Optimization exercise on an open flow, not production practice. RTL: at most simulated, not proved equivalent. Function not checked: runs 1 to 3. Power: default activity.

$ cat flow/standard.sh
#!/bin/bash
# synth_recipe.tcl (not shown) runs the flow's synth.tcl, then flattens the netlist and writes it again
# the make line also repeats each setting of config.mk as NAME=value (left out here)
make -C /OpenROAD-flow-scripts/flow DESIGN_CONFIG=/design/flow/config.mk WORK_HOME=/design/flow/orfs CLKGATE_MAP_FILE= SYNTH_SCRIPT=/design/flow/synth_recipe.tcl "${@:-finish}"
$ cat flow/config.mk
export PLATFORM = sky130hd
export DESIGN_NAME = float_addsub
export DESIGN_NICKNAME = float_addsub
export VERILOG_FILES = /design/flow/design.v
export SDC_FILE = /design/flow/constraint.sdc
export NUM_CORES = 4
export LEC_CHECK = 0
export CAP_MARGIN = 20
export CORE_MARGIN = 2
export CORE_UTILIZATION = 40
export CTS_BUF_LIST = sky130_fd_sc_hd__clkbuf_16
export CTS_CLUSTER_DIAMETER = 100
export CTS_CLUSTER_SIZE = 30
export SETUP_SLACK_MARGIN = 2.05
export SLEW_MARGIN = 20
$ cat flow/flow/run.sh
#!/bin/bash
set -euo pipefail
export BUFFER_PORTS_ARGS="-buffer_cell sky130_fd_sc_hd__buf_2"
bash standard.sh > standard_flow.log 2>&1
$ cat flow/constraint.sdc
create_clock -name core_clock -period 4.0 [get_ports {clk}]
set_input_delay 0.8000 -clock core_clock [delete_from_list [all_inputs] [get_ports {clk}]]
set_output_delay 0.8000 -clock core_clock [all_outputs]
set_load 0.01 [all_outputs]
$ cat flow/design.v
module ks_sum #(parameter N = 25) (
	input  wire [N-1:0] g,
	input  wire [N-1:0] p,
	input  wire         cin,
	output wire [N-1:0] s
);
	localparam L = $clog2(N);
	wire [N-1:0] gg [0:L];
	wire [N-1:0] pp [0:L];
	assign gg[0] = g;
	assign pp[0] = p;
	genvar k, i;
	generate
		for (k = 0; k < L; k = k + 1) begin : lvl
			for (i = 0; i < N; i = i + 1) begin : bit_
				if (i >= (1 << k)) begin : comb
					assign gg[k+1][i] = gg[k][i] | (pp[k][i] & gg[k][i - (1 << k)]);
					assign pp[k+1][i] = pp[k][i] & pp[k][i - (1 << k)];
				end else begin : pass
					assign gg[k+1][i] = gg[k][i];
					assign pp[k+1][i] = pp[k][i];
				end
			end
		end
	endgenerate
	assign s = p ^ {gg[L][N-2:0], cin};
endmodule
module ks_add #(parameter N = 8) (
	input  wire [N-1:0] a,
	input  wire [N-1:0] b,
	input  wire         cin,
	output wire [N-1:0] s,
	output wire         cout
);
	localparam L = $clog2(N);
	wire [N-1:0] p = a ^ b;
	wire [N-1:0] g [0:L];
	wire [N-1:0] q [0:L];
	assign g[0] = {(a[N-1:1] & b[N-1:1]), (a[0] & b[0]) | (p[0] & cin)};
	assign q[0] = p;
	genvar k, i;
	generate
		for (k = 0; k < L; k = k + 1) begin : lvl
			for (i = 0; i < N; i = i + 1) begin : bit_
				if (i >= (1 << k)) begin : comb
					assign g[k+1][i] = g[k][i] | (q[k][i] & g[k][i - (1 << k)]);
					assign q[k+1][i] = q[k][i] & q[k][i - (1 << k)];
				end else begin : pass
					assign g[k+1][i] = g[k][i];
					assign q[k+1][i] = q[k][i];
				end
			end
		end
	endgenerate
	assign s = p ^ {g[L][N-2:0], cin};
	assign cout = g[L][N-1];
endmodule
module lzc25(
	input  wire [24:0] v,
	output wire [4:0]  n
);
	wire [31:0] x = {v, 7'h7f};
	wire [15:0] z1;             
	wire [15:0] c1;             
	genvar i;
	generate
		for (i = 0; i < 16; i = i + 1) begin : l1
			assign z1[i] = ~(x[2*i+1] | x[2*i]);
			assign c1[i] = ~x[2*i+1];
		end
	endgenerate
	wire [7:0] z2;
	wire [1:0] c2 [0:7];
	generate
		for (i = 0; i < 8; i = i + 1) begin : l2
			assign z2[i] = z1[2*i+1] & z1[2*i];
			assign c2[i] = z1[2*i+1] ? {1'b1, c1[2*i]} : {1'b0, c1[2*i+1]};
		end
	endgenerate
	wire [3:0] z3;
	wire [2:0] c3 [0:3];
	generate
		for (i = 0; i < 4; i = i + 1) begin : l3
			assign z3[i] = z2[2*i+1] & z2[2*i];
			assign c3[i] = z2[2*i+1] ? {1'b1, c2[2*i]} : {1'b0, c2[2*i+1]};
		end
	endgenerate
	wire [1:0] z4;
	wire [3:0] c4 [0:1];
	generate
		for (i = 0; i < 2; i = i + 1) begin : l4
			assign z4[i] = z3[2*i+1] & z3[2*i];
			assign c4[i] = z3[2*i+1] ? {1'b1, c3[2*i]} : {1'b0, c3[2*i+1]};
		end
	endgenerate
	assign n = z4[1] ? {1'b1, c4[0]} : {1'b0, c4[1]};
endmodule
module float_addsub(
	input wire clk,
	input wire [31:0] v1,
	input wire [31:0] v2,
	input wire op,
	output wire [31:0] vres
);
	wire        s1 = v1[31];
	wire        s2 = v2[31] ^ op;
	wire [7:0]  e1 = v1[30:23];
	wire [7:0]  e2 = v2[30:23];
	wire        sub = s1 ^ s2;
	wire [30:0] bg = v1[30:0] & ~v2[30:0];
	wire [30:0] be = ~(v1[30:0] ^ v2[30:0]);
	function automatic [1:0] cmpc(input [1:0] hi, input [1:0] lo);  
		cmpc = {hi[1] | (hi[0] & lo[1]), hi[0] & lo[0]};
	endfunction
	function automatic [1:0] cmp8(input [7:0] g, input [7:0] e);
		reg [1:0] a0, a1, a2, a3, b0, b1;
		begin
			a0 = cmpc({g[1], e[1]}, {g[0], e[0]});
			a1 = cmpc({g[3], e[3]}, {g[2], e[2]});
			a2 = cmpc({g[5], e[5]}, {g[4], e[4]});
			a3 = cmpc({g[7], e[7]}, {g[6], e[6]});
			b0 = cmpc(a1, a0);
			b1 = cmpc(a3, a2);
			cmp8 = cmpc(b1, b0);
		end
	endfunction
	wire [1:0] ce  = cmp8(bg[30:23], be[30:23]);
	wire [1:0] cf2 = cmp8(bg[22:15], be[22:15]);
	wire [1:0] cf1 = cmp8(bg[14:7], be[14:7]);
	wire [1:0] cf0 = cmp8({bg[6:0], 1'b0}, {be[6:0], 1'b1});
	wire [1:0] cf  = cmpc(cf2, cmpc(cf1, cf0));
	wire        gt = ce[1] | (ce[0] & cf[1]);    
	wire        eq = ce[0] & cf[0];
	wire [7:0]  d12, d21;
	wire        c12, c21;
	ks_add #(8) ad12(.a(e1), .b(~e2), .cin(1'b1), .s(d12), .cout(c12));
	ks_add #(8) ad21(.a(e2), .b(~e1), .cin(1'b1), .s(d21), .cout(c21));
	wire        ez = (e1 == 8'd0) | (e2 == 8'd0);      
	wire        bz = (e1 == 8'd0) & (e2 == 8'd0);      
	reg         r1_s, r1_sub, r1_bz, r1_gt, r1_ez;
	reg  [7:0]  r1_e;
	reg  [22:0] r1_f1, r1_f2;
	reg  [7:0]  r1_d12, r1_d21;
	reg         r1_c12;
	always @(posedge clk) begin
		r1_s    <= (gt ? s1 : s2) & ~(eq & sub);
		r1_sub  <= sub;
		r1_bz   <= bz;
		r1_gt   <= gt;
		r1_e    <= ce[1] ? e1 : e2;
		r1_f1   <= v1[22:0];
		r1_f2   <= v2[22:0];
		r1_ez   <= ez;
		r1_d12  <= d12;                     
		r1_d21  <= d21;                     
		r1_c12  <= c12;                     
	end
	wire [7:0]  d = r1_c12 ? r1_d12 : r1_d21;         
	wire        far = r1_ez | (d[7:5] != 3'd0) | (d[4:3] == 2'b11);
	wire [4:0]  sh = far ? 5'd31 : d[4:0];
	wire [22:0] fb = r1_gt ? r1_f1 : r1_f2;
	wire [23:0] x0 = {1'b1, r1_gt ? r1_f2 : r1_f1};
	wire [23:0] x1 = sh[4] ? {16'b0, x0[23:16]} : x0;
	wire [23:0] x2 = sh[3] ? {8'b0, x1[23:8]} : x1;
	reg         r2_s, r2_sub, r2_hb;
	reg  [7:0]  r2_e;
	reg  [22:0] r2_fb;
	reg  [23:0] r2_x;
	reg  [2:0]  r2_sh;
	always @(posedge clk) begin
		r2_s    <= r1_s;
		r2_sub  <= r1_sub;
		r2_hb   <= ~r1_bz;                       
		r2_e    <= r1_e + 8'd1;
		r2_fb   <= fb & {23{~r1_bz}};
		r2_x    <= x2;
		r2_sh   <= sh[2:0];
	end
	wire [23:0] x3 = r2_sh[2] ? {4'b0, x2_r[23:4]} : x2_r;
	wire [23:0] x2_r = r2_x;
	wire [23:0] x4 = r2_sh[1] ? {2'b0, x3[23:2]} : x3;
	wire [23:0] x5 = r2_sh[0] ? {1'b0, x4[23:1]} : x4;
	wire [24:0] opa = {1'b0, r2_hb, r2_fb};
	wire [24:0] opb = {r2_sub, x5 ^ {24{r2_sub}}};
	wire [24:0] gen = {opa[24:1] & opb[24:1], (opa[0] & opb[0]) | ((opa[0] ^ opb[0]) & r2_sub)};
	wire [24:0] pro = opa ^ opb;
	reg         r3_s, r3_cin;
	reg  [7:0]  r3_e;
	reg  [24:0] r3_g, r3_p;
	always @(posedge clk) begin
		r3_s    <= r2_s;
		r3_cin  <= r2_sub;
		r3_e    <= r2_e;
		r3_g    <= gen;
		r3_p    <= pro;
	end
	wire [24:0] sum;
	ks_sum #(25) addm(.g(r3_g), .p(r3_p), .cin(r3_cin), .s(sum));
	reg         r4_s;
	reg  [7:0]  r4_e;
	reg  [24:0] r4_r;
	always @(posedge clk) begin
		r4_s    <= r3_s;
		r4_e    <= r3_e;
		r4_r    <= sum;
	end
	wire [4:0] lz;
	lzc25 lzm(.v(r4_r), .n(lz));
	reg         r5_s;
	reg  [7:0]  r5_e;
	reg  [24:0] r5_r;
	reg  [4:0]  r5_lz;
	always @(posedge clk) begin
		r5_s    <= r4_s;
		r5_e    <= r4_e;
		r5_r    <= r4_r;
		r5_lz   <= lz;
	end
	wire [24:0] n0 = r5_lz[4] ? {r5_r[8:0], 16'b0} : r5_r;
	wire [24:0] n1 = r5_lz[3] ? {n0[16:0], 8'b0} : n0;
	wire [24:0] n2 = r5_lz[2] ? {n1[20:0], 4'b0} : n1;
	wire [24:0] n3 = r5_lz[1] ? {n2[22:0], 2'b0} : n2;
	wire [24:0] n4 = r5_lz[0] ? {n3[23:0], 1'b0} : n3;
	wire [7:0]  ne = (r5_lz == 5'd25) ? 8'd0 : r5_e - {3'b0, r5_lz};
	reg  [31:0] r6, r7;
	always @(posedge clk) begin
		r6 <= {r5_s, ne, n4[23:1]};
		r7 <= r6;
	end
	assign vres = r7;
endmodule
==> summary.md, run 1 <==
| Metric | Value |
|---|---|
| All-Layer GR Usage | 0.151 |
| R2R Setup Slk | 1790 ps |
| Outcome | no timing/DRC/antenna violations |
| Critical Path AT | 2600 ps |
| Pre-CTS setup slack | 1480 ps |
| Skew final | 20.7 ps |
| Layout cell share with drive strength beyond 1 | 0.219 |
| Syn Nets | 1376 |
| Top_reg_cell synth | dfxtp_1 |
| DRC viols | 0 |
| R2R Path Start | r1_d21[5]$_DFF_P_ |
| CP required | 4390 ps |
| Area growth syn-to-layout | 17.2% |
| DR iter-0 viols | 416 |
| Max Root-Sink Buffers | 3 |
| Final worst-path cycle share | 0.552 |
| Min Tclk post-route | 2210 ps |
| Filler Cells Inserted | 2928 |
| Worst rel slew slack | 0.372 |
| Setup violators final | 0 |
| Clk root buf | clkbuf_16 |
| N_diodes | 0 |
| Fin. max-slew vios | 0 |
| Worst R2R End | r2_x[5]$_DFF_P_ |
| Die X | 184 um |
| Initial antenna violation count | 0 |
| P_leak | 6.61 nW |
| Commonest non-fill, non-tap cell in the layout | dfxtp_1 |
| Total clock sinks | 330 |
| Register bit total from synthesis | 330 |
| Hold Fails Final Rpt | 0 |
| Final worst slack | 1790 ps |
| Post-DP HPWL | 20000 um |
| Starting density of the core | 0.408 |
| Slew @ Worst Pin | 940 ps |
| Count of cell types in the netlist | 59 |
| # port buffers | 97 |
| Critical path origin | r1_d21[5]$_DFF_P_ |
| Ys async rst share | 0 |
| Vias per inst | 4.94 |
| Fmax | 0.453 GHz |
| Startpoint Class | register |
| Depth of the most critical reg-to-reg path | 7 |
| EDFF count, synth | 0 |
| Die ar. | 0.0337 mm2 |
| Seq/Total Area, Yosys | 0.512 |
| Worst Path Class, Setup | register to register |
| Worst Setup End Kind | register |
| Nets | 1491 |
| Router iterations before antenna repair | 5 |
| Hold slack | 335 ps |
| Min-Delay Path Class | register to register |
| RD Place Congestion | 0.851 |
| Largest net degree at the start of global routing | 37 |
| Max VDD drop | 0.283 mV |
| Vias | 8683 |
| First-pass GRT wire length | 41500 um |
| Final ANT Viol Nets | 0 |
| Boundary Pins | 98 |
| CTS Buf Count | 15 |
| GRT Residual Overflow | 0 |
| Vias in the first global route | 8331 |
| Core ar. | 0.0316 mm2 |
| Most frequent cells in the layout | 303 x dfxtp_1, 112 x nor2_1, 100 x mux2i_1 |
| Clk Latency, worst-skew pair | 500 ps |
| Top cells by area, synth | dfxtp_1 51%, mux2i_1 7.8%, ha_1 6.7% |
| WL per Instance | 14.9 um |
| Total wire length | 26100 um |
| Die height | 184 um |
| Total chip power | 9.50 mW |
| Worst setup path endpoint | r2_x[5]$_DFF_P_ |
| RSZ-0062 raised after global routing | true |
| Clock slew at reported path FFs | 100 ps |
| Standard-cell rows | 65 |
| Syn Inst Count | 1238 |
| Synth Area per Inst | 10.4 um2 |
| Area share of the largest cell type after synthesis | 0.512 |
| H-tree depth | 1 |
| Post-Syn Area | 0.0129 mm2 |
| Crit-path max FO | 5 |
| PwrDens | 628 mW/mm2 |
| Final design utilization | 0.478 |
| Dominant cell type by area after synthesis | dfxtp_1 |
| TNS Setup | 0 ps |
| Synth Warn # | 4 |
| CTS tree | built |
| Total of max-cap violations | 0 |
==> report_power, final <==
| group | leakage (nW) | switching [mW] | internal, mW |
|---|---|---|---|
| Sequential | 2.78 | 0.658 | 4.28 |
| Combinational | 3.64 | 1.48 | 1.41 |
| Clock | 0.202 | 0.980 | 0.703 |
==> synthesized netlist by cell type, types with 24 or more instances <==
cell type	n
a21o_1	27
xnor2_1	44
mux2i_1	100
clkbuf_1	24
xor2_1	26
o21ai_0	58
nand2_1	85
nor2_1	115
a21oi_1	64
inv_1	64
dfxtp_1	330
ha_1	69
==> per-layer routing <==
layer / vias to the layer above / routed length [um] / share of wire / GRT usage
met5: - / 0 / 0 / 0
met4: 0 / 716 / 0.027 / 0.0432
met3: 44 / 851 / 0.033 / 0.0174
met2: 179 / 12900 / 0.49 / 0.271
met1: 3987 / 11700 / 0.45 / 0.190
li1: 4473 / - / - / -
==> cells by family after synthesis <==
kind of cell,after synthesis,share of synthesized area
compound gates,217,0.104
mux,136,0.126
fa+ha+maj,72,0.0715
buf+inv,112,0.0339
xor+xnor,70,0.0475
flops,330,0.512
simple gates,301,0.105
==> critical path, stage by stage (launching register included) <==
cell,delay (ps)
dfxtp_2,330
or3_4,380
or3_4,350
a21oi_4,220
buf_12,160
mux4_2,510
nand2_1,100
o21ai_2,60
==> layout make-up <==
cell class	instances	area, um2	share of cell area
clock buffers	15	375	0.0248
clock inverters	3	35.0	0.00232
inverters	68	312	0.0206
multi-input cells	796	6250	0.413
flip-flops and latches	330	6670	0.441
well taps	402	503	0.0333
repair buffers	142	990	0.0654
==> per-stage QoR <==
step	area, um2	instances
3_5_place_dp	14000	1702
5_1_grt	15100	1756
2_1_floorplan	13200	1238
3_3_place_gp	14000	1702
4_1_cts	14600	1734
6_report	15100	1756
==> sequential cells by signal, summed over array words and instances, names as in the netlist, 3 cells and up <==
name / count
r4_r: 25
r1_d21: 8
r3_e: 8
r1_e: 8
r2_x: 24
r4_e: 8
r5_lz: 5
r7: 32
r2_sh: 3
r3_g: 24
r2_fb: 23
r5_e: 8
r5_r: 24
r6: 32
r1_f2: 23
r2_e: 8
r3_p: 24
r1_f1: 23
r1_d12: 7
==> timing repair <==
item,4_1_cts,5_1_grt
endpoints found under the setup margin,93,56
setup buffers,14,19
hold buffers,0,0
gates resized for setup,29,88
pin swaps,9,25
cloned,0,3
==> how the worst min path moves through the flow <==
| stage | from | to | slack, ps | cells past startpoint |
|---|---|---|---|---|
| 3_3_place_gp | r4_e[0]$_DFF_P_ | r5_e[0]$_DFF_P_ | 310 | 0 |
| 2_1_floorplan | r1_s$_DFF_P_ | r2_s$_DFF_P_ | 310 | 0 |
| 5_1_grt | r6[25]$_SDFF_PN0_ | r7[25]$_DFF_P_ | 340 | 0 |
| 4_1_cts | r6[30]$_SDFF_PN0_ | r7[30]$_DFF_P_ | 340 | 0 |
| 6_report | r6[25]$_SDFF_PN0_ | r7[25]$_DFF_P_ | 330 | 0 |
| 3_5_place_dp | r2_e[4]$_DFF_P_ | r3_e[4]$_DFF_P_ | 310 | 0 |
==> inputs of run 2 (changes only) <==
--- a/flow/design.v
+++ b/flow/design.v
@@ -158,9 +158,8 @@
 	wire [7:0]  d = r1_c12 ? r1_d12 : r1_d21;         
 	wire        far = r1_ez | (d[7:5] != 3'd0) | (d[4:3] == 2'b11);
-	wire [4:0]  sh = far ? 5'd31 : d[4:0];
 	wire [22:0] fb = r1_gt ? r1_f1 : r1_f2;
 	wire [23:0] x0 = {1'b1, r1_gt ? r1_f2 : r1_f1};
-	wire [23:0] x1 = sh[4] ? {16'b0, x0[23:16]} : x0;
-	wire [23:0] x2 = sh[3] ? {8'b0, x1[23:8]} : x1;
+	wire [23:0] x1 = d[4] ? {16'b0, x0[23:16]} : x0;
+	wire [23:0] x2 = d[3] ? {8'b0, x1[23:8]} : x1;
 	reg         r2_s, r2_sub, r2_hb;
 	reg  [7:0]  r2_e;
@@ -174,6 +173,6 @@
 		r2_e    <= r1_e + 8'd1;
 		r2_fb   <= fb & {23{~r1_bz}};
-		r2_x    <= x2;
-		r2_sh   <= sh[2:0];
+		r2_x    <= x2 & {24{~far}};
+		r2_sh   <= d[2:0];
 	end
 	wire [23:0] x3 = r2_sh[2] ? {4'b0, x2_r[23:4]} : x2_r;
--- a/flow/config.mk
+++ b/flow/config.mk
@@ -12,4 +12,4 @@
 export CTS_CLUSTER_DIAMETER = 100
 export CTS_CLUSTER_SIZE = 30
-export SETUP_SLACK_MARGIN = 2.05
+export SETUP_SLACK_MARGIN = 2.0
 export SLEW_MARGIN = 20
==> summary.md, run 2 <==
| Metric | Value |
|---|---|
| Outcome | no timing/DRC/antenna violations (unchanged) |
| CP required | 4380 ps (was 4390 ps) |
| Fin. max-slew vios | 0 (unchanged) |
| Area share of the largest cell type after synthesis | 0.515 (was 0.512) |
| RD Place Congestion | 0.904 (was 0.851) |
| Worst Setup End Kind | register (unchanged) |
| Synth Area per Inst | 10.4 um2 (about the same) |
| Standard-cell rows | 65 (unchanged) |
| Top_reg_cell synth | dfxtp_1 (unchanged) |
| Core ar. | 0.0316 mm2 (about the same) |
| GRT Residual Overflow | 0 (unchanged) |
| Critical Path AT | 2410 ps (was 2600 ps) |
| Dominant cell type by area after synthesis | dfxtp_1 (unchanged) |
| Layout cell share with drive strength beyond 1 | 0.196 (was 0.219) |
| H-tree depth | 1 (unchanged) |
| Die height | 183 um (was 184 um) |
| Largest net degree at the start of global routing | 33 (was 37) |
| Max Root-Sink Buffers | 3 (unchanged) |
| Total wire length | 25500 um (was 26100 um) |
| Final ANT Viol Nets | 0 (unchanged) |
| Clock slew at reported path FFs | 100 ps (about the same) |
| Slew @ Worst Pin | 945 ps (was 940 ps) |
| First-pass GRT wire length | 40600 um (was 41500 um) |
| Area growth syn-to-layout | 15.4% (was 17.2%) |
| Most frequent cells in the layout | 317 x dfxtp_1, 112 x nor2_1, 91 x mux2i_1 (was 303 x dfxtp_1, 112 x nor2_1, 100 x mux2i_1) |
| CP max stage delay | 370 ps (was 510 ps) |
| Worst rel slew slack | 0.369 (was 0.372) |
| DR iter-0 viols | 264 (was 416) |
| Startpoint Class | register (unchanged) |
| Max VDD drop | 0.295 mV (was 0.283 mV) |
| Die X | 183 um (was 184 um) |
| Count of cell types in the netlist | 59 (unchanged) |
| Placed cell area | 0.0137 mm2 (was 0.0140 mm2) |
| N_diodes | 0 (unchanged) |
| DRC viols | 0 (unchanged) |
| Fin cells | 1726 (was 1756) |
| Final worst-path cycle share | 0.506 (was 0.552) |
| Clk root buf | clkbuf_16 (unchanged) |
| Post-Syn Area | 0.0128 mm2 (was 0.0129 mm2) |
| Initial antenna violation count | 0 (unchanged) |
| Total clock sinks | 330 (unchanged) |
| Worst path slowest cell | dfxtp_4 (was mux4_2) |
| Crit-path max FO | 2 (was 5) |
| Synth Warn # | 4 (unchanged) |
| Router iterations before antenna repair | 5 (unchanged) |
| Boundary Pins | 98 (unchanged) |
| Post-DP HPWL | 19600 um (was 20000 um) |
| Post-synth top cells | 330 x dfxtp_1, 112 x nor2_1, 93 x mux2i_1, 75 x nand2_1, 69 x ha_1 (was 330 x dfxtp_1, 115 x nor2_1, 100 x mux2i_1, 85 x nand2_1, 69 x ha_1) |
| Top cells by area, synth | dfxtp_1 52%, mux2i_1 7.3%, ha_1 6.7% (was dfxtp_1 51%, mux2i_1 7.8%, ha_1 6.7%) |
| Ys async rst share | 0 (unchanged) |
| Setup violators final | 0 (unchanged) |
| Register bit total from synthesis | 330 (unchanged) |
| # port buffers | 97 (unchanged) |
| Min Tclk post-route | 2020 ps (was 2210 ps) |
| Vias per inst | 4.94 (about the same) |
| Syn Nets | 1368 (was 1376) |
| Vias in the first global route | 8073 (was 8331) |
| Worst Path Class, Setup | register to register (unchanged) |
| CTS tree | built (unchanged) |
| EDFF count, synth | 0 (unchanged) |
| Skew final | 26.4 ps (was 20.7 ps) |
| Min-Delay Path Class | register to register (unchanged) |
| Fmax | 0.494 GHz (was 0.453 GHz) |
| Commonest non-fill, non-tap cell in the layout | dfxtp_1 (unchanged) |
| Hold Fails Final Rpt | 0 (unchanged) |
| WL per Instance | 14.8 um (was 14.9 um) |
| PwrDens | 659 mW/mm2 (was 628 mW/mm2) |
| Vias | 8525 (was 8683) |
| Syn Inst Count | 1230 (was 1238) |
| Clk Latency, worst-skew pair | 490 ps (was 500 ps) |
| All-Layer GR Usage | 0.149 (was 0.151) |
| RSZ-0062 raised after global routing | true (unchanged) |
| Crit path cell chain | ha_4 -> o211ai_1 -> a21oi_2 -> o41ai_2 -> buf_4 -> a31oi_4 -> o21ai_2 -> mux2i_1 -> o21ai_1 (was or3_4 -> or3_4 -> a21oi_4 -> buf_12 -> mux4_2 -> nand2_1 -> o21ai_2) |
| Placed cell count | 1688 (was 1702) |
| Largest regs | r6 x32, r7 x32, r4_r x25 (unchanged) |
| Die ar. | 0.0335 mm2 (was 0.0337 mm2) |
| Seq/Total Area, Yosys | 0.515 (was 0.512) |
| Total of max-cap violations | 0 (unchanged) |
| Starting density of the core | 0.406 (was 0.408) |
| Most common cell in the netlist | dfxtp_1 (unchanged) |
| P_leak | 6.40 nW (was 6.61 nW) |
| Final instance area | 0.0148 mm2 (was 0.0151 mm2) |
| TNS Setup | 0 ps (unchanged) |
| CTS Buf Count | 15 (unchanged) |
| Cell family with most CP delay | compound AO/OA/AOI/OAI gates (was simple AND/OR/NAND/NOR gates) |
| Nets | 1461 (was 1491) |
| Worst Path Buf+Inv | 1 (unchanged) |
-- run 2: timing repair --
item | CTS | global route
setup endpoints to repair | 95 | 36
setup buffers | 12 | 7
pin swaps | 7 | 32
hold buffers | 0 | 0
cloned | 1 | 0
resized for setup | 35 | 60
-- run 2: area by class of cell --
type / count / area (um2)
Clock buffer: 15 / 375
Clock inverter: 3 / 63.8
Fill cell: 2975 / 16800
Inverter: 68 / 285
Multi-Input combinational cell: 783 / 6060
Sequential cell: 330 / 6640
Tap cell: 402 / 503
Timing Repair Buffer: 125 / 868
-- run 2: cell families (layout without fill, tap and decap cells) --
| logic type | count (synthesis) | after routing | share of synthesized area |
|---|---|---|---|
| fa+ha+maj | 72 | 72 | 0.0720 |
| buf+inv | 117 | 211 | 0.0373 |
| simple gates | 286 | 286 | 0.101 |
| compound gates | 225 | 225 | 0.111 |
| xor+xnor | 70 | 70 | 0.0478 |
| flops | 330 | 330 | 0.515 |
| mux | 130 | 130 | 0.115 |
-- run 2: final timing paths --
kind                                 startpoint                to  slack (ps)  cells after the start
worst min register to register  r2_e[0]$_DFF_P_   r3_e[0]$_DFF_P_         330                      0
worst max-delay path            r3_p[1]$_DFF_P_  r4_r[24]$_DFF_P_        1980                      9
worst min-delay path            r2_e[0]$_DFF_P_   r3_e[0]$_DFF_P_         330                      0
worst max register to register  r3_p[1]$_DFF_P_  r4_r[24]$_DFF_P_        1980                      9
-- run 2: stage by stage --
| stage | util | power (mW) | setup WS, ps | hold WS (ps) |
|---|---|---|---|---|
| CTS | 0.457 | 9.70 | 1910 | 334 |
| global route | 0.469 | 10.4 | 1820 | 338 |
| finish | 0.469 | 9.74 | 1980 | 333 |
| floorplan | - | 6.95 | 1790 | 310 |
| detailed placement | 0.435 | 7.81 | 1250 | 312 |
| global placement | 0.435 | 7.78 | 1280 | 312 |
-- run 2: power breakdown --
part / total (mW) / internal [mW] / leakage (nW) / switching, mW
combinational: 2.98 / 1.45 / 3.41 / 1.54
sequential: 5.03 / 4.30 / 2.77 / 0.729
clock: 1.73 / 0.763 / 0.212 / 0.968
-- run 2: per-layer routing --
metal	track usage	vias to the layer above	routed length, um
li1	-	4407	-
met1	0.184	3917	11300
met2	0.267	152	12500
met3	0.0212	49	953
met4	0.0506	0	766
met5	0	-	0
==> inputs of run 3 (changes only) <==
--- a/flow/config.mk
+++ b/flow/config.mk
@@ -12,4 +12,4 @@
 export CTS_CLUSTER_DIAMETER = 100
 export CTS_CLUSTER_SIZE = 30
-export SETUP_SLACK_MARGIN = 2.0
+export SETUP_SLACK_MARGIN = 1.9
 export SLEW_MARGIN = 20
==> summary.md, run 3 <==
| Metric | Value |
|---|---|
| Critical path origin | v2[21] (was r3_p[1]$_DFF_P_) |
| Die height | 183 um (unchanged) |
| Outcome | no timing/DRC/antenna violations (unchanged) |
| N_diodes | 0 (unchanged) |
| Hold Fails Final Rpt | 0 (unchanged) |
| CTS tree | built (unchanged) |
| All-Layer GR Usage | 0.152 (was 0.149) |
| Register area | 0.00663 mm2 (was 0.00664 mm2) |
| Post-Syn Area | 0.0128 mm2 (unchanged) |
| Largest regs | r6 x32, r7 x32, r4_r x25 (unchanged) |
| Total wire length | 25500 um (about the same) |
| Syn Inst Count | 1230 (unchanged) |
| Synth Warn # | 4 (unchanged) |
| Depth of the most critical reg-to-reg path | 8 (was 9) |
| Total of max-cap violations | 0 (unchanged) |
| Worst Path Buf+Inv | 2 (was 1) |
| Clk Latency, worst-skew pair | 500 ps (was 490 ps) |
| Slew @ Worst Pin | 955 ps (was 945 ps) |
| # hold bufs at CTS | 0 (unchanged) |
| Clk root buf | clkbuf_16 (unchanged) |
| Worst path slowest cell | nor3_4 (was dfxtp_4) |
| R2R Setup Slk | 2000 ps (was 1980 ps) |
| Die X | 183 um (unchanged) |
| Startpoint Class | input port (was register) |
| Critical Path AT | 2480 ps (was 2410 ps) |
| Top_reg_cell synth | dfxtp_1 (unchanged) |
| Largest net degree at the start of global routing | 33 (unchanged) |
| Fmax | 0.490 GHz (was 0.494 GHz) |
| Vias | 8389 (was 8525) |
| Post-DP HPWL | 19900 um (was 19600 um) |
| CP max stage delay | 290 ps (was 370 ps) |
| RD Place Congestion | 0.924 (was 0.904) |
| Layout cell share with drive strength beyond 1 | 0.175 (was 0.196) |
| Die ar. | 0.0335 mm2 (unchanged) |
| Count of cell types in the netlist | 59 (unchanged) |
| H-tree depth | 1 (unchanged) |
| Final ANT Viol Nets | 0 (unchanged) |
| Min-Delay Path Class | register to register (unchanged) |
| Most frequent cells in the layout | 319 x dfxtp_1, 112 x nor2_1, 96 x buf_2 (was 317 x dfxtp_1, 112 x nor2_1, 91 x mux2i_1) |
| Router iterations before antenna repair | 4 (was 5) |
| Commonest non-fill, non-tap cell in the layout | dfxtp_1 (unchanged) |
| Seq/Total Area, Yosys | 0.515 (unchanged) |
| Standard-cell rows | 65 (unchanged) |
| Nets | 1457 (was 1461) |
| DR iter-0 viols | 345 (was 264) |
| Register bit total from synthesis | 330 (unchanged) |
| Initial antenna violation count | 0 (unchanged) |
| RSZ-0062 raised after global routing | true (unchanged) |
| Skew final | 25.2 ps (was 26.4 ps) |
| First-pass GRT wire length | 41700 um (was 40600 um) |
| Worst Path Class, Setup | input port to register (was register to register) |
| Post-synth top cells | 330 x dfxtp_1, 112 x nor2_1, 93 x mux2i_1, 75 x nand2_1, 69 x ha_1 (unchanged) |
| Fin cells | 1723 (was 1726) |
| Max VDD drop | 0.290 mV (was 0.295 mV) |
| TNS Setup | 0 ps (unchanged) |
| Core ar. | 0.0316 mm2 (unchanged) |
| Area growth syn-to-layout | 13.0% (was 15.4%) |
| P_leak | 6.35 nW (was 6.40 nW) |
| Starting density of the core | 0.406 (unchanged) |
| Worst rel slew slack | 0.362 (was 0.369) |
| Vias in the first global route | 8453 (was 8073) |
| Top cells by area, synth | dfxtp_1 52%, mux2i_1 7.3%, ha_1 6.7% (unchanged) |
| CP required | 4430 ps (was 4380 ps) |
| Placed cell count | 1688 (unchanged) |
| EDFF count, synth | 0 (unchanged) |
| Setup violators final | 0 (unchanged) |
| R2R Path Start | r5_lz[3]$_DFF_P_ (was r3_p[1]$_DFF_P_) |
| Fin. max-slew vios | 0 (unchanged) |
| Most common cell in the netlist | dfxtp_1 (unchanged) |
| Final worst-path cycle share | 0.510 (was 0.506) |
| Area occupied by multi-input gates | 0.00594 mm2 (was 0.00606 mm2) |
| Min Tclk post-route | 2040 ps (was 2020 ps) |
| # port buffers | 97 (unchanged) |
| Area share of the largest cell type after synthesis | 0.515 (unchanged) |
| Dominant cell type by area after synthesis | dfxtp_1 (unchanged) |
| Clock slew at reported path FFs | 110 ps (was 100 ps) |
| Crit path cell chain | buf_2 -> inv_1 -> ha_1 -> and3_4 -> nand4_1 -> nor3_4 -> o21ai_1 -> nand3_1 -> a211o_1 -> mux2i_1 (was ha_4 -> o211ai_1 -> a21oi_2 -> o41ai_2 -> buf_4 -> a31oi_4 -> o21ai_2 -> mux2i_1 -> o21ai_1) |
| Boundary Pins | 98 (unchanged) |
| Syn Nets | 1368 (unchanged) |
| Hold endpoint | r7[17]$_DFF_P_ (was r3_e[0]$_DFF_P_) |
| HP Start | r6[17]$_DFF_P_ (was r2_e[0]$_DFF_P_) |
| Cell family with most CP delay | simple AND/OR/NAND/NOR gates (was compound AO/OA/AOI/OAI gates) |
| Synth Area per Inst | 10.4 um2 (unchanged) |
| Worst R2R End | r6[30]$_SDFF_PN0_ (was r4_r[24]$_DFF_P_) |
| DRC viols | 0 (unchanged) |
| Total clock sinks | 330 (unchanged) |
| Crit-path max FO | 2 (unchanged) |
| Ys async rst share | 0 (unchanged) |
| Worst Setup End Kind | register (unchanged) |
| Hold depth | 0 (unchanged) |
| GRT Residual Overflow | 0 (unchanged) |
| Max Root-Sink Buffers | 3 (unchanged) |
| PwrDens | 661 mW/mm2 (was 659 mW/mm2) |
| Vias per inst | 4.87 (was 4.94) |
| Filler Cells Inserted | 2983 (was 2975) |
| CTS Buf Count | 15 (unchanged) |
| WL per Instance | 14.8 um (about the same) |
-- run 3: cell counts after synthesis --
Identical to the previous run, type by type.
-- run 3: what timing repair did --
action | CTS | global route
gates cloned | 1 | 0
resized for setup | 29 | 16
pin swaps | 7 | 8
setup buffers | 3 | 12
setup endpoints to repair | 63 | 36
-- run 3: worst max-delay path by stage --
stage	to	slack, ps	depth (start not counted)
global route	r6[30]$_SDFF_PN0_	1830	8
floorplan	r1_s$_DFF_P_	1790	8
CTS	r6[30]$_SDFF_PN0_	1810	10
global placement	r1_s$_DFF_P_	1250	10
finish	r1_s$_DFF_P_	1960	10
detailed placement	r1_s$_DFF_P_	1190	10
-- run 3: logic make-up (layout without fill, tap and decap cells) --
| group | count (synthesis) | count (layout) | share of synthesized area |
|---|---|---|---|
| adders and majority gates | 72 | 72 | 0.0720 |
| AOI/OAI and AO/OA | 225 | 225 | 0.111 |
| and+or+nand+nor | 286 | 286 | 0.101 |
| DFF | 330 | 330 | 0.515 |
| buffers and inverters | 117 | 208 | 0.0373 |
| xor gates and xnor gates | 70 | 70 | 0.0478 |
| muxes | 130 | 130 | 0.115 |
-- run 3: power breakdown --
part	total [mW]	switching, mW	internal (mW)	leakage (nW)
Sequential	5.01	0.719	4.29	2.77
Clock	1.67	0.971	0.700	0.207
Combinational	2.89	1.51	1.38	3.37
Total	9.57	3.20	6.37	6.35
-- run 3: per-layer routing --
layer	vias to the layer above	wire length, um	GRT usage
met5	-	0	0
met4	0	567	0.0445
met3	39	778	0.0195
met2	142	12600	0.282
met1	3816	11500	0.183
li1	4392	-	-
-- run 3: cell type report --
type / count / area share
Sequential cell: 330 / 0.458
Multi-Input combinational cell: 783 / 0.410
Timing Repair Buffer: 121 / 0.0496
Tap cell: 402 / 0.0347
Clock buffer: 15 / 0.0259
Inverter: 68 / 0.0192
Clock inverter: 4 / 0.00294
-- run 3: metrics by stage --
stage	instance area, um2	power, mW	util	hold WS [ps]	worst slack, ps
after floorplan	12900	6.95	-	310	1790
after global placement	13700	7.79	0.435	311	1250
after detailed placement	13700	7.81	0.435	312	1190
after CTS	14300	9.60	0.454	326	1810
after global routing	14500	10.2	0.459	330	1830
final	14500	9.57	0.459	323	1960
-- run 3: worst register-to-register path: cells and delay by family (launching register included) --
family,cells,cell delay [ps]
DFF,1,590
and+or+nand+nor,2,280
xor gates and xnor gates,1,150
AOI/OAI and AO/OA,2,200
adders and majority gates,1,340
buffers and inverters,2,310
==> inputs of run 4 (changes only) <==
--- a/flow/design.v
+++ b/flow/design.v
@@ -1,3 +1,3 @@
-module ks_sum #(parameter N = 25) (
+module ks_sum #(parameter N = 25, parameter L = 5) (
 	input  wire [N-1:0] g,
 	input  wire [N-1:0] p,
@@ -5,5 +5,4 @@
 	output wire [N-1:0] s
 );
-	localparam L = $clog2(N);
 	wire [N-1:0] gg [0:L];
 	wire [N-1:0] pp [0:L];
@@ -26,5 +25,5 @@
 	assign s = p ^ {gg[L][N-2:0], cin};
 endmodule
-module ks_add #(parameter N = 8) (
+module ks_add #(parameter N = 8, parameter L = 3) (
 	input  wire [N-1:0] a,
 	input  wire [N-1:0] b,
@@ -33,5 +32,4 @@
 	output wire         cout
 );
-	localparam L = $clog2(N);
 	wire [N-1:0] p = a ^ b;
 	wire [N-1:0] g [0:L];
@@ -134,6 +132,6 @@
 	wire [7:0]  d12, d21;
 	wire        c12, c21;
-	ks_add #(8) ad12(.a(e1), .b(~e2), .cin(1'b1), .s(d12), .cout(c12));
-	ks_add #(8) ad21(.a(e2), .b(~e1), .cin(1'b1), .s(d21), .cout(c21));
+	ks_add #(8, 3) ad12(.a(e1), .b(~e2), .cin(1'b1), .s(d12), .cout(c12));
+	ks_add #(8, 3) ad21(.a(e2), .b(~e1), .cin(1'b1), .s(d21), .cout(c21));
 	wire        ez = (e1 == 8'd0) | (e2 == 8'd0);      
 	wire        bz = (e1 == 8'd0) & (e2 == 8'd0);      
@@ -195,5 +193,5 @@
 	end
 	wire [24:0] sum;
-	ks_sum #(25) addm(.g(r3_g), .p(r3_p), .cin(r3_cin), .s(sum));
+	ks_sum #(25, 5) addm(.g(r3_g), .p(r3_p), .cin(r3_cin), .s(sum));
 	reg         r4_s;
 	reg  [7:0]  r4_e;
--- a/flow/config.mk
+++ b/flow/config.mk
@@ -8,5 +8,5 @@
 export CAP_MARGIN = 20
 export CORE_MARGIN = 2
-export CORE_UTILIZATION = 40
+export CORE_UTILIZATION = 60
 export CTS_BUF_LIST = sky130_fd_sc_hd__clkbuf_16
 export CTS_CLUSTER_DIAMETER = 100
==> summary.md, run 4 <==
| Metric | Value |
|---|---|
| Outcome | no timing/DRC/antenna violations (unchanged) |
| Hold slack | 328 ps (was 323 ps) |
| CP required | 4390 ps (was 4430 ps) |
| Hold Fails Final Rpt | 0 (unchanged) |
| Most frequent cells in the layout | 322 x dfxtp_1, 112 x nor2_1, 96 x buf_2 (was 319 x dfxtp_1, 112 x nor2_1, 96 x buf_2) |
| Fin cells | 1583 (was 1723) |
| # port buffers | 97 (unchanged) |
| Placed cell area | 0.0136 mm2 (was 0.0137 mm2) |
| Post-Syn Area | 0.0128 mm2 (unchanged) |
| All-Layer GR Usage | 0.227 (was 0.152) |
| DRC viols | 0 (unchanged) |
| Crit-path max FO | 2 (unchanged) |
| Die height | 150 um (was 183 um) |
| Final ANT Viol Nets | 0 (unchanged) |
| Core ar. | 0.0210 mm2 (was 0.0316 mm2) |
| Top_reg_cell synth | dfxtp_1 (unchanged) |
| Layout cell share with drive strength beyond 1 | 0.164 (was 0.175) |
| Syn Nets | 1368 (unchanged) |
| Final instance area | 0.0141 mm2 (was 0.0145 mm2) |
| Count of cell types in the netlist | 59 (unchanged) |
| Final worst-path cycle share | 0.505 (was 0.510) |
| Nets | 1447 (was 1457) |
| Skew final | 13.3 ps (was 25.2 ps) |
| Register bit total from synthesis | 330 (unchanged) |
| Area growth syn-to-layout | 10.2% (was 13.0%) |
| Min Tclk post-route | 2020 ps (was 2040 ps) |
| Clk root buf | clkbuf_16 (unchanged) |
| Area share of the largest cell type after synthesis | 0.515 (unchanged) |
| First-pass GRT wire length | 40800 um (was 41700 um) |
| Max Root-Sink Buffers | 3 (unchanged) |
| PwrDens | 667 mW/mm2 (was 661 mW/mm2) |
| H-tree depth | 1 (unchanged) |
| # hold bufs at CTS | 0 (unchanged) |
| Syn Inst Count | 1230 (unchanged) |
| Total chip power | 9.42 mW (was 9.57 mW) |
| Fin. max-slew vios | 0 (unchanged) |
| Clock slew at reported path FFs | 110 ps (about the same) |
| P_leak | 6.27 nW (was 6.35 nW) |
| Worst rel slew slack | 0.390 (was 0.362) |
| Startpoint Class | input port (unchanged) |
| Total wire length | 25600 um (was 25500 um) |
| Commonest non-fill, non-tap cell in the layout | dfxtp_1 (unchanged) |
| Seq/Total Area, Yosys | 0.515 (unchanged) |
| Placed cell count | 1563 (was 1688) |
| TNS Setup | 0 ps (unchanged) |
| RSZ-0062 raised after global routing | true (unchanged) |
| Max VDD drop | 0.320 mV (was 0.290 mV) |
| Min-Delay Path Class | register to register (unchanged) |
| GRT Residual Overflow | 0 (unchanged) |
| DR iter-0 viols | 364 (was 345) |
| Die ar. | 0.0225 mm2 (was 0.0335 mm2) |
| WL per Instance | 16.1 um (was 14.8 um) |
| Die X | 150 um (was 183 um) |
| CTS Buf Count | 14 (was 15) |
| RD Place Congestion | 0.926 (was 0.924) |
| Total clock sinks | 330 (unchanged) |
| Clk Latency, worst-skew pair | 490 ps (was 500 ps) |
| Synth Area per Inst | 10.4 um2 (unchanged) |
| Post-DP HPWL | 20200 um (was 19900 um) |
| Post-synth top cells | 330 x dfxtp_1, 112 x nor2_1, 93 x mux2i_1, 75 x nand2_1, 69 x ha_1 (unchanged) |
| Synth Warn # | 4 (unchanged) |
| Ys async rst share | 0 (unchanged) |
| N_diodes | 0 (unchanged) |
| Vias | 8505 (was 8389) |
| Worst Path Class, Setup | input port to register (unchanged) |
| Fmax | 0.495 GHz (was 0.490 GHz) |
| Router iterations before antenna repair | 5 (was 4) |
| Setup violators final | 0 (unchanged) |
| Dominant cell type by area after synthesis | dfxtp_1 (unchanged) |
| Standard-cell rows | 53 (was 65) |
| Slew @ Worst Pin | 914 ps (was 955 ps) |
| Boundary Pins | 98 (unchanged) |
| Critical Path AT | 2410 ps (was 2480 ps) |
| EDFF count, synth | 0 (unchanged) |
| CTS tree | built (unchanged) |
| Largest regs | r6 x32, r7 x32, r4_r x25 (unchanged) |
| Worst Setup End Kind | register (unchanged) |
| Largest net degree at the start of global routing | 37 (was 33) |
| Vias in the first global route | 8019 (was 8453) |
| Total of max-cap violations | 0 (unchanged) |
| Initial antenna violation count | 0 (unchanged) |
| Top cells by area, synth | dfxtp_1 52%, mux2i_1 7.3%, ha_1 6.7% (unchanged) |
| Vias per inst | 5.37 (was 4.87) |
| Starting density of the core | 0.610 (was 0.406) |
| Most common cell in the netlist | dfxtp_1 (unchanged) |
## run 4: final cells by class
cell class | count | area [um2]
fillers | 1707 | 6890
flip-flops and latches | 330 | 6620
multi-input cells | 783 | 5880
repair buffers | 112 | 626
clock buffers | 15 | 375
well taps | 275 | 344
inverters | 68 | 279
## run 4: path summary, 6_finish.rpt
path                  startpoint         endpoint  slack (ps)  cells after the start
hold / removal     r6[2]$_DFF_P_    r7[2]$_DFF_P_         330                      0
hold reg to reg    r6[2]$_DFF_P_    r7[2]$_DFF_P_         330                      0
setup / recovery           v2[1]     r1_s$_DFF_P_        1980                     10
setup reg to reg  r1_c12$_DFF_P_  r2_x[6]$_DFF_P_        2000                      4
## run 4: metal layers
metal,wire [um],up-vias,global-route usage
met1,11800,3933,0.304
met4,485,0,0.0590
li1,-,4378,-
met3,850,37,0.0255
met5,0,-,0
met2,12400,157,0.393
## run 4: logic make-up after synthesis
logic type      share of synthesized area
xor+xnor                           0.0478
flops                               0.515
mux                                 0.115
buf+inv                            0.0373
fa+ha+maj                          0.0720
simple gates                        0.101
compound gates                      0.111
## run 4: timing repair
item | 4_1_cts | 5_1_grt
setup buffers | 1 | 4
pin swaps | 2 | 8
endpoints found under the setup margin | 66 | 46
hold endpoints to repair | 0 | 0
cloned | 0 | 0
gates resized for setup | 13 | 20
## run 4: critical path, stage by stage
cell     delay, ps
buf_2           90
inv_1           40
ha_1           290
a21o_1         180
a21oi_1        160
o22ai_1        130
o21ai_1        140
nand3_1        130
a211o_1        340
mux2i_1        120
## run 4: power breakdown
group / switching, mW / internal, mW
Sequential: 0.725 / 4.29
Clock: 0.915 / 0.677
Combinational: 1.50 / 1.31
Total: 3.14 / 6.28
## run 4: stage by stage
stage                     setup WS [ps]  utilization
final                              1980        0.672
after global placement             1380        0.646
after CTS                          1900        0.667
after global routing               1790        0.672
after detailed placement           1290        0.646
after floorplan                    1790            -
==> inputs of run 5 (changes only) <==
--- a/flow/config.mk
+++ b/flow/config.mk
@@ -8,5 +8,5 @@
 export CAP_MARGIN = 20
 export CORE_MARGIN = 2
-export CORE_UTILIZATION = 60
+export CORE_UTILIZATION = 40
 export CTS_BUF_LIST = sky130_fd_sc_hd__clkbuf_16
 export CTS_CLUSTER_DIAMETER = 100
==> summary.md, run 5 <==
| Metric | Value |
|---|---|
| Slew @ Worst Pin | 955 ps (was 914 ps) |
| DR iter-0 viols | 345 (was 364) |
| Most frequent cells in the layout | 319 x dfxtp_1, 112 x nor2_1, 96 x buf_2 (was 322 x dfxtp_1, 112 x nor2_1, 96 x buf_2) |
| R2R Setup Slk | 2000 ps (about the same) |
| Final ANT Viol Nets | 0 (unchanged) |
| Largest regs | r6 x32, r7 x32, r4_r x25 (unchanged) |
| CP max stage delay | 290 ps (was 340 ps) |
| Placed cell count | 1688 (was 1563) |
| Final worst slack | 1960 ps (was 1980 ps) |
| Syn Inst Count | 1230 (unchanged) |
| Seq/Total Area, Yosys | 0.515 (unchanged) |
| RSZ-0062 raised after global routing | true (unchanged) |
| Startpoint Class | input port (unchanged) |
| Worst rel slew slack | 0.362 (was 0.390) |
| Skew final | 25.2 ps (was 13.3 ps) |
| Fmax | 0.490 GHz (was 0.495 GHz) |
| PwrDens | 661 mW/mm2 (was 667 mW/mm2) |
| Filler Cells Inserted | 2983 (was 1707) |
| Router iterations before antenna repair | 4 (was 5) |
| Min Tclk post-route | 2040 ps (was 2020 ps) |
| Initial antenna violation count | 0 (unchanged) |
| Die X | 183 um (was 150 um) |
| Synth Area per Inst | 10.4 um2 (unchanged) |
| Commonest non-fill, non-tap cell in the layout | dfxtp_1 (unchanged) |
| Register bit total from synthesis | 330 (unchanged) |
| Post-synth top cells | 330 x dfxtp_1, 112 x nor2_1, 93 x mux2i_1, 75 x nand2_1, 69 x ha_1 (unchanged) |
| Clock slew at reported path FFs | 110 ps (about the same) |
| Worst Path Buf+Inv | 2 (unchanged) |
| Fin. max-slew vios | 0 (unchanged) |
| DRC viols | 0 (unchanged) |
| Total wire length | 25500 um (was 25600 um) |
| Layout cell share with drive strength beyond 1 | 0.175 (was 0.164) |
| Fin cells | 1723 (was 1583) |
| Top cells by area, synth | dfxtp_1 52%, mux2i_1 7.3%, ha_1 6.7% (unchanged) |
| Ys async rst share | 0 (unchanged) |
| H-tree depth | 1 (unchanged) |
| Worst Path Class, Setup | input port to register (unchanged) |
| Area share of the largest cell type after synthesis | 0.515 (unchanged) |
| Max VDD drop | 0.290 mV (was 0.320 mV) |
| Synth Warn # | 4 (unchanged) |
| P_leak | 6.35 nW (was 6.27 nW) |
| Vias per inst | 4.87 (was 5.37) |
| First-pass GRT wire length | 41700 um (was 40800 um) |
| All-Layer GR Usage | 0.152 (was 0.227) |
| Starting density of the core | 0.406 (was 0.610) |
| Die height | 183 um (was 150 um) |
| TNS Setup | 0 ps (unchanged) |
| N_diodes | 0 (unchanged) |
| Area growth syn-to-layout | 13.0% (was 10.2%) |
| Outcome | no timing/DRC/antenna violations (unchanged) |
| Most common cell in the netlist | dfxtp_1 (unchanged) |
| Post-Syn Area | 0.0128 mm2 (unchanged) |
| RD Place Congestion | 0.924 (was 0.926) |
| Top_reg_cell synth | dfxtp_1 (unchanged) |
| EDFF count, synth | 0 (unchanged) |
| Total clock sinks | 330 (unchanged) |
| Cell family with most CP delay | simple AND/OR/NAND/NOR gates (was compound AO/OA/AOI/OAI gates) |
| Post-DP HPWL | 19900 um (was 20200 um) |
| WL per Instance | 14.8 um (was 16.1 um) |
| Largest net degree at the start of global routing | 33 (was 37) |
| Die ar. | 0.0335 mm2 (was 0.0225 mm2) |
| Worst path slowest cell | nor3_4 (was a211o_1) |
| Max Root-Sink Buffers | 3 (unchanged) |
| Final worst-path cycle share | 0.510 (was 0.505) |
| Nets | 1457 (was 1447) |
| Total of max-cap violations | 0 (unchanged) |
| Hold slack | 323 ps (was 328 ps) |
| Syn Nets | 1368 (unchanged) |
| # port buffers | 97 (unchanged) |
| Total chip power | 9.57 mW (was 9.42 mW) |
| Clk Latency, worst-skew pair | 500 ps (was 490 ps) |
| Critical Path AT | 2480 ps (was 2410 ps) |
| GRT Residual Overflow | 0 (unchanged) |
| CP required | 4430 ps (was 4390 ps) |
| Vias in the first global route | 8453 (was 8019) |
| Standard-cell rows | 65 (was 53) |
| Vias | 8389 (was 8505) |
| Min-Delay Path Class | register to register (unchanged) |
| # hold bufs at CTS | 0 (unchanged) |
| Count of cell types in the netlist | 59 (unchanged) |
| Hold Fails Final Rpt | 0 (unchanged) |
| Boundary Pins | 98 (unchanged) |
| Dominant cell type by area after synthesis | dfxtp_1 (unchanged) |
| CTS Buf Count | 15 (was 14) |
| Pre-CTS setup slack | 1190 ps (was 1290 ps) |
| Crit path cell chain | buf_2 -> inv_1 -> ha_1 -> and3_4 -> nand4_1 -> nor3_4 -> o21ai_1 -> nand3_1 -> a211o_1 -> mux2i_1 (was buf_2 -> inv_1 -> ha_1 -> a21o_1 -> a21oi_1 -> o22ai_1 -> o21ai_1 -> nand3_1 -> a211o_1 -> mux2i_1) |
| CTS tree | built (unchanged) |
| Crit-path max FO | 2 (unchanged) |
| Clk root buf | clkbuf_16 (unchanged) |
| Worst Setup End Kind | register (unchanged) |
| Setup violators final | 0 (unchanged) |
| Core ar. | 0.0316 mm2 (was 0.0210 mm2) |
==> run 5: cell counts after synthesis <==
Identical to the previous run, type by type.
==> run 5: cells by family (layout without fill, tap and decap cells) <==
| logic type | Yosys count | in the layout | synth area share |
|---|---|---|---|
| fa+ha+maj | 72 | 72 | 0.0720 |
| mux | 130 | 130 | 0.115 |
| buf+inv | 117 | 208 | 0.0373 |
| xor+xnor | 70 | 70 | 0.0478 |
| compound gates | 225 | 225 | 0.111 |
| simple gates | 286 | 286 | 0.101 |
| flops | 330 | 330 | 0.515 |
==> run 5: final cells by class <==
cell class              instances  area (um2)  area share
well taps                     402         503      0.0347
clock inverters                 4        42.5     0.00294
inverters                      68         278      0.0192
clock buffers                  15         375      0.0259
flip-flops and latches        330        6630       0.458
multi-input cells             783        5940       0.410
repair buffers                121         718      0.0496
==> run 5: final timing paths <==
check / from / endpoint / depth (start not counted)
max: v2[21] / r1_s$_DFF_P_ / 10
min: r6[17]$_DFF_P_ / r7[17]$_DFF_P_ / 0
max reg2reg: r5_lz[3]$_DFF_P_ / r6[30]$_SDFF_PN0_ / 8
min reg2reg: r6[17]$_DFF_P_ / r7[17]$_DFF_P_ / 0
==> run 5: repair_timing <==
action                     4_1_cts  5_1_grt
cloned                           1        0
setup endpoints to repair       63       36
pin swaps                        7        8
gates resized for setup         29       16
buffers inserted                 3       12
==> run 5: through the flow <==
| step | util | area, um2 |
|---|---|---|
| 6_report | 0.459 | 14500 |
| 5_1_grt | 0.459 | 14500 |
| 4_1_cts | 0.454 | 14300 |
| 3_5_place_dp | 0.435 | 13700 |
| 3_3_place_gp | 0.435 | 13700 |
| 2_1_floorplan | - | 12900 |
==> run 5: metal layers <==
metal  global-route usage  wire length [um]  share of wire
met5                    0                 0              0
met4               0.0445               567          0.022
met3               0.0195               778          0.030
met2                0.282             12600           0.50
met1                0.183             11500           0.45
==> run 5: where the power goes <==
group	switching (mW)	internal, mW
logic	1.51	1.38
registers	0.719	4.29
clock network	0.971	0.700
==> inputs of run 6 (changes only) <==
==> flow/flow/run.sh (replaced) <==
#!/bin/bash
set -euo pipefail
export BUFFER_PORTS_ARGS="-buffer_cell sky130_fd_sc_hd__buf_1"
bash standard.sh > standard_flow.log 2>&1
--- a/flow/config.mk
+++ b/flow/config.mk
@@ -8,5 +8,5 @@
 export CAP_MARGIN = 20
 export CORE_MARGIN = 2
-export CORE_UTILIZATION = 40
+export CORE_UTILIZATION = 60
 export CTS_BUF_LIST = sky130_fd_sc_hd__clkbuf_16
 export CTS_CLUSTER_DIAMETER = 100
==> summary.md, run 6 <==
| Metric | Value |
|---|---|
| Standard-cell rows | 53 (was 65) |
| Die height | 150 um (was 183 um) |
| Compound-Gate Fraction of Synth Area | 0.111 (unchanged) |
| Largest net degree at the start of global routing | 38 (was 33) |
| Die ar. | 0.0225 mm2 (was 0.0335 mm2) |
| Xor/xnor share of the synthesized area | 0.0478 (unchanged) |
| Vias in the first global route | 7903 (was 8453) |
| Hold depth | 0 (unchanged) |
| Synth Warn # | 4 (unchanged) |
| Dominant cell type by area after synthesis | dfxtp_1 (unchanged) |
| Boundary Pins | 98 (unchanged) |
| Vias per inst | 5.36 (was 4.87) |
| Final worst-path cycle share | 0.519 (was 0.510) |
| TNS Setup | 0 ps (unchanged) |
| CTS Buf Count | 14 (was 15) |
| Router iterations before antenna repair | 5 (was 4) |
| Largest family of logic cells by synthesized area | multiplexers (unchanged) |
| HP Start | r6[13]$_DFF_P_ (was r6[17]$_DFF_P_) |
| RSZ-0062 raised after global routing | true (unchanged) |
| R2R Path Start | r3_p[1]$_DFF_P_ (was r5_lz[3]$_DFF_P_) |
| Register bit total from synthesis | 330 (unchanged) |
| Mux contribution to synthesized area | 0.115 (unchanged) |
| Commonest non-fill, non-tap cell in the layout | dfxtp_1 (unchanged) |
| Die X | 150 um (was 183 um) |
| Total wire length | 24900 um (was 25500 um) |
| Area share of the largest cell type after synthesis | 0.515 (unchanged) |
| Count of cell types in the netlist | 59 (unchanged) |
| Startpoint Class | register (was input port) |
| Depth of the most critical reg-to-reg path | 9 (was 8) |
| Slew @ Worst Pin | 998 ps (was 955 ps) |
| CTS tree | built (unchanged) |
| Fin. max-slew vios | 0 (unchanged) |
| Area growth syn-to-layout | 10.5% (was 13.0%) |
| DRC viols | 0 (unchanged) |
| Fin cells | 1590 (was 1723) |
| Seq/Total Area, Yosys | 0.515 (unchanged) |
| Most common cell in the netlist | dfxtp_1 (unchanged) |
| Setup violators final | 0 (unchanged) |
| Post-synth top cells | 330 x dfxtp_1, 112 x nor2_1, 93 x mux2i_1, 75 x nand2_1, 69 x ha_1 (unchanged) |
| Total of max-cap violations | 0 (unchanged) |
| Clk root buf | clkbuf_16 (unchanged) |
| Min-Delay Path Class | register to register (unchanged) |
| First-pass GRT wire length | 39200 um (was 41700 um) |
| Starting density of the core | 0.610 (was 0.406) |
| WL per Instance | 15.7 um (was 14.8 um) |
| Fmax | 0.482 GHz (was 0.490 GHz) |
| Outcome | no timing/DRC/antenna violations (unchanged) |
| Core ar. | 0.0210 mm2 (was 0.0316 mm2) |
| Worst Setup End Kind | register (unchanged) |
| DR iter-0 viols | 394 (was 345) |
| Initial antenna violation count | 0 (unchanged) |
| Post-Syn Area | 0.0128 mm2 (unchanged) |
| Min Tclk post-route | 2080 ps (was 2040 ps) |
| Post-Synth Simple-Gate Area | 0.101 (unchanged) |
| Nets | 1454 (was 1457) |
| Worst Path Class, Setup | register to register (was input port to register) |
| GRT Residual Overflow | 0 (unchanged) |
| CP required | 4440 ps (was 4430 ps) |
| Skew final | 25.7 ps (was 25.2 ps) |
| Syn Nets | 1368 (unchanged) |
| Critical Path AT | 2520 ps (was 2480 ps) |
| Vias | 8526 (was 8389) |
| R2R Setup Slk | 1920 ps (was 2000 ps) |
| PwrDens | 662 mW/mm2 (was 661 mW/mm2) |
| Placed cell count | 1564 (was 1688) |
| Max Root-Sink Buffers | 3 (unchanged) |
| Worst rel slew slack | 0.334 (was 0.362) |
| Worst R2R End | r4_r[22]$_DFF_P_ (was r6[30]$_SDFF_PN0_) |
| Hold endpoint | r7[13]$_DFF_P_ (was r7[17]$_DFF_P_) |
| All-Layer GR Usage | 0.217 (was 0.152) |
| # port buffers | 97 (unchanged) |
| Syn Inst Count | 1230 (unchanged) |
| Ys async rst share | 0 (unchanged) |
| Post-DP HPWL | 19400 um (was 19900 um) |
| Total clock sinks | 330 (unchanged) |
| RD Place Congestion | 0.964 (was 0.924) |
| Top_reg_cell synth | dfxtp_1 (unchanged) |
| Top cells by area, synth | dfxtp_1 52%, mux2i_1 7.3%, ha_1 6.7% (unchanged) |
| N_diodes | 0 (unchanged) |
| Final ANT Viol Nets | 0 (unchanged) |
| # hold bufs at CTS | 0 (unchanged) |
| Synth Area per Inst | 10.4 um2 (unchanged) |
| H-tree depth | 1 (unchanged) |
| Total chip power | 9.38 mW (was 9.57 mW) |
| P_leak | 6.06 nW (was 6.35 nW) |
| Clock slew at reported path FFs | 100 ps (was 110 ps) |
| Max VDD drop | 0.292 mV (was 0.290 mV) |
| Fraction of the mapped netlist area in adder cells | 0.0720 (unchanged) |
| Crit-path max FO | 3 (was 2) |
| Hold Fails Final Rpt | 0 (unchanged) |
| Layout cell share with drive strength beyond 1 | 0.111 (was 0.175) |
| Most frequent cells in the layout | 321 x dfxtp_1, 112 x nor2_1, 91 x mux2i_1 (was 319 x dfxtp_1, 112 x nor2_1, 96 x buf_2) |
| Clk Latency, worst-skew pair | 500 ps (about the same) |
| EDFF count, synth | 0 (unchanged) |
| Largest regs | r6 x32, r7 x32, r4_r x25 (unchanged) |
==> run 6: cell counts after synthesis <==
No cell type changed its count.
==> run 6: what timing repair did <==
item | 4_1_cts | 5_1_grt
gates resized for setup | 17 | 43
buffers inserted | 4 | 7
pin swaps | 5 | 13
endpoints found under the setup margin | 70 | 46
==> run 6: where the power goes <==
| group | internal (mW) | switching (mW) |
|---|---|---|
| Sequential | 4.29 | 0.700 |
| Clock | 0.677 | 0.912 |
| Combinational | 1.28 | 1.51 |
| Total | 6.25 | 3.13 |
==> run 6: critical path, cell delays in order (launching register included) <==
cell and delay (ps):
dfxtp_2 340, ha_1 200, o211ai_1 270, a21oi_2 120, buf_4 140, o31a_1 250
o21bai_1 190, a21oi_1 150, o211ai_1 200, o211a_1 180
==> run 6: worst max-delay path by stage <==
stage | start | to | slack, ps | cells after the start
after CTS | v2[21] | r1_s$_DFF_P_ | 1900 | 10
after global routing | r3_p[1]$_DFF_P_ | r4_r[24]$_DFF_P_ | 1800 | 9
after floorplan | v2[28] | r1_s$_DFF_P_ | 1790 | 8
after global placement | v2[21] | r1_s$_DFF_P_ | 1160 | 10
final | r3_p[1]$_DFF_P_ | r4_r[22]$_DFF_P_ | 1920 | 9
after detailed placement | v2[21] | r1_s$_DFF_P_ | 1120 | 10
==> run 6: final cells by class <==
class | instances | area [um2]
clock buffer | 15 | 375
fill | 1685 | 6860
inverter | 68 | 284
multi-input combinational | 783 | 5950
sequential | 330 | 6630
tap | 275 | 344
timing repair buffer | 119 | 588
==> run 6: kinds of logic (layout without fill, tap and decap cells) <==
group	Yosys count	count (layout)
flip-flops	330	330
AND/OR/NAND/NOR	286	286
AO/OA/AOI/OAI	225	225
multiplexers	130	130
buffers and inverters	117	202
adder cells (fa/ha/maj)	72	72
XOR/XNOR	70	70
==> run 6: through the flow <==
stage / utilization / setup WS (ps) / hold WS, ps / area, um2
4_1_cts: 0.663 / 1900 / 335 / 13900
2_1_floorplan: - / 1790 / 310 / 12900
5_1_grt: 0.674 / 1800 / 342 / 14200
3_3_place_gp: 0.641 / 1160 / 310 / 13500
6_report: 0.674 / 1920 / 330 / 14200
3_5_place_dp: 0.641 / 1120 / 312 / 13500
==> run 6: layer usage <==
| metal | up-vias | GRT usage | wire (um) |
|---|---|---|---|
| met3 | 32 | 0.0327 | 972 |
| met4 | 0 | 0.0528 | 390 |
| met1 | 3935 | 0.287 | 11600 |
| met2 | 169 | 0.376 | 12000 |
| met5 | - | 0 | 0 |
| li1 | 4390 | - | - |
==> inputs of run 7 (changes only) <==
--- a/flow/config.mk
+++ b/flow/config.mk
@@ -8,5 +8,5 @@
 export CAP_MARGIN = 20
 export CORE_MARGIN = 2
-export CORE_UTILIZATION = 60
+export CORE_UTILIZATION = 40
 export CTS_BUF_LIST = sky130_fd_sc_hd__clkbuf_16
 export CTS_CLUSTER_DIAMETER = 100
==> summary.md, run 7 <==
| Metric | Value |
|---|---|
| Top_reg_cell synth | dfxtp_1 (unchanged) |
| # hold bufs at CTS | 0 (unchanged) |
| EDFF count, synth | 0 (unchanged) |
| Starting density of the core | 0.406 (was 0.610) |
| Area share of the largest cell type after synthesis | 0.515 (unchanged) |
| R2R Setup Slk | 2000 ps (was 1920 ps) |
| H-tree depth | 1 (unchanged) |
| GRT Residual Overflow | 0 (unchanged) |
| DR iter-0 viols | 399 (was 394) |
| Count of cell types in the netlist | 59 (unchanged) |
| Placed cell area | 0.0136 mm2 (was 0.0135 mm2) |
| Vias in the first global route | 8211 (was 7903) |
| # port buffers | 97 (unchanged) |
| Post-Syn Area | 0.0128 mm2 (unchanged) |
| Filler Cells Inserted | 3026 (was 1685) |
| Core ar. | 0.0316 mm2 (was 0.0210 mm2) |
| Die height | 183 um (was 150 um) |
| Synth Area per Inst | 10.4 um2 (unchanged) |
| CP max stage delay | 390 ps (was 340 ps) |
| Outcome | no timing/DRC/antenna violations (unchanged) |
| Worst Path Buf+Inv | 2 (was 1) |
| Final worst-path cycle share | 0.499 (was 0.519) |
| Die ar. | 0.0335 mm2 (was 0.0225 mm2) |
| Pre-CTS setup slack | 1120 ps (about the same) |
| Top cells by area, synth | dfxtp_1 52%, mux2i_1 7.3%, ha_1 6.7% (unchanged) |
| Crit-path max FO | 19 (was 3) |
| Critical Path Most Common Cell | o21ai_1 (was o211ai_1) |
| Max VDD drop | 0.329 mV (was 0.292 mV) |
| Dominant cell type by area after synthesis | dfxtp_1 (unchanged) |
| Final design utilization | 0.457 (was 0.674) |
| Setup violators final | 0 (unchanged) |
| WL per Instance | 14.7 um (was 15.7 um) |
| RSZ-0062 raised after global routing | true (unchanged) |
| Syn Inst Count | 1230 (unchanged) |
| First-pass GRT wire length | 40800 um (was 39200 um) |
| PwrDens | 669 mW/mm2 (was 662 mW/mm2) |
| Seq/Total Area, Yosys | 0.515 (unchanged) |
| Most frequent cells in the layout | 320 x dfxtp_1, 112 x nor2_1, 94 x buf_1 (was 321 x dfxtp_1, 112 x nor2_1, 91 x mux2i_1) |
| Vias | 8397 (was 8526) |
| Most common cell in the netlist | dfxtp_1 (unchanged) |
| All-Layer GR Usage | 0.150 (was 0.217) |
| Hold Fails Final Rpt | 0 (unchanged) |
| Largest regs | r6 x32, r7 x32, r4_r x25 (unchanged) |
| P_leak | 6.11 nW (was 6.06 nW) |
| Startpoint Class | register (unchanged) |
| Hold slack | 331 ps (was 330 ps) |
| Clk root buf | clkbuf_16 (unchanged) |
| CP required | 4400 ps (was 4440 ps) |
| Min Tclk post-route | 2000 ps (was 2080 ps) |
| TNS Setup | 0 ps (unchanged) |
| Max Root-Sink Buffers | 3 (unchanged) |
| Clk Latency, worst-skew pair | 510 ps (was 500 ps) |
| DRC viols | 0 (unchanged) |
| N_diodes | 0 (unchanged) |
| Slew @ Worst Pin | 916 ps (was 998 ps) |
| Boundary Pins | 98 (unchanged) |
| HP Start | r4_e[1]$_DFF_P_ (was r6[13]$_DFF_P_) |
| Min-Delay Path Class | register to register (unchanged) |
| Clock slew at reported path FFs | 100 ps (about the same) |
| Register bit total from synthesis | 330 (unchanged) |
| R2R Path Start | r5_lz[1]$_DFF_P_ (was r3_p[1]$_DFF_P_) |
| Syn Nets | 1368 (unchanged) |
| Die X | 183 um (was 150 um) |
| Ys async rst share | 0 (unchanged) |
| Worst rel slew slack | 0.389 (was 0.334) |
| Router iterations before antenna repair | 4 (was 5) |
| Vias per inst | 4.88 (was 5.36) |
| Post-synth top cells | 330 x dfxtp_1, 112 x nor2_1, 93 x mux2i_1, 75 x nand2_1, 69 x ha_1 (unchanged) |
| Final instance area | 0.0144 mm2 (was 0.0142 mm2) |
| Largest net degree at the start of global routing | 33 (was 38) |
| Total of max-cap violations | 0 (unchanged) |
## run 7: cell counts after synthesis
Identical to the previous run, type by type.
## run 7: repair_timing
action | in CTS | in global routing
endpoints found under the hold margin | 0 | 0
pin swaps | 7 | 9
cloned | 1 | 1
buffers inserted | 6 | 6
setup endpoints to repair | 81 | 21
resized for setup | 37 | 15
## run 7: area by class of cell
cell class / count / area, um2 / area share
clock buffer: 15 / 375 / 0.0260
clock inverter: 3 / 68.8 / 0.00477
inverter: 68 / 280 / 0.0194
multi-input combinational: 783 / 5950 / 0.413
sequential: 330 / 6620 / 0.460
tap: 402 / 503 / 0.0349
timing repair buffer: 120 / 612 / 0.0424
## run 7: per-layer routing
layer,global-route usage,part of all wire,vias up
met1,0.180,0.44,3792
met2,0.273,0.50,160
met3,0.0197,0.034,44
li1,-,-,4401
met5,0,0,-
met4,0.0531,0.029,0
## run 7: cells by family (layout without fill, tap and decap cells)
logic type,after synthesis,after routing,share of synthesized area
XOR/XNOR,70,70,0.0478
AO/OA/AOI/OAI,225,225,0.111
multiplexers,130,130,0.115
flip-flops,330,330,0.515
buffers and inverters,117,206,0.0373
adder cells (fa/ha/maj),72,72,0.0720
AND/OR/NAND/NOR,286,286,0.101
## run 7: how the worst max path moves through the flow
stage                         to  cells after the start
2_1_floorplan       r1_s$_DFF_P_                      8
3_3_place_gp        r1_s$_DFF_P_                     10
3_5_place_dp        r1_s$_DFF_P_                     10
4_1_cts        r6[30]$_SDFF_PN0_                     10
5_1_grt        r6[30]$_SDFF_PN0_                     10
6_report       r6[30]$_SDFF_PN0_                     10
## run 7: where the power goes
part / leakage, nW / switching, mW / internal [mW]
clock: 0.215 / 0.986 / 0.767
combinational: 3.12 / 1.54 / 1.35
sequential: 2.77 / 0.704 / 4.29
## run 7: worst register-to-register path: cells and delay by family (launching register included)
| kind | cells | cell delay (ps) |
|---|---|---|
| AND/OR/NAND/NOR | 3 | 420 |
| adder cells (fa/ha/maj) | 1 | 260 |
| XOR/XNOR | 1 | 140 |
| buffers and inverters | 2 | 250 |
| AO/OA/AOI/OAI | 3 | 430 |
| flip-flops | 1 | 390 |
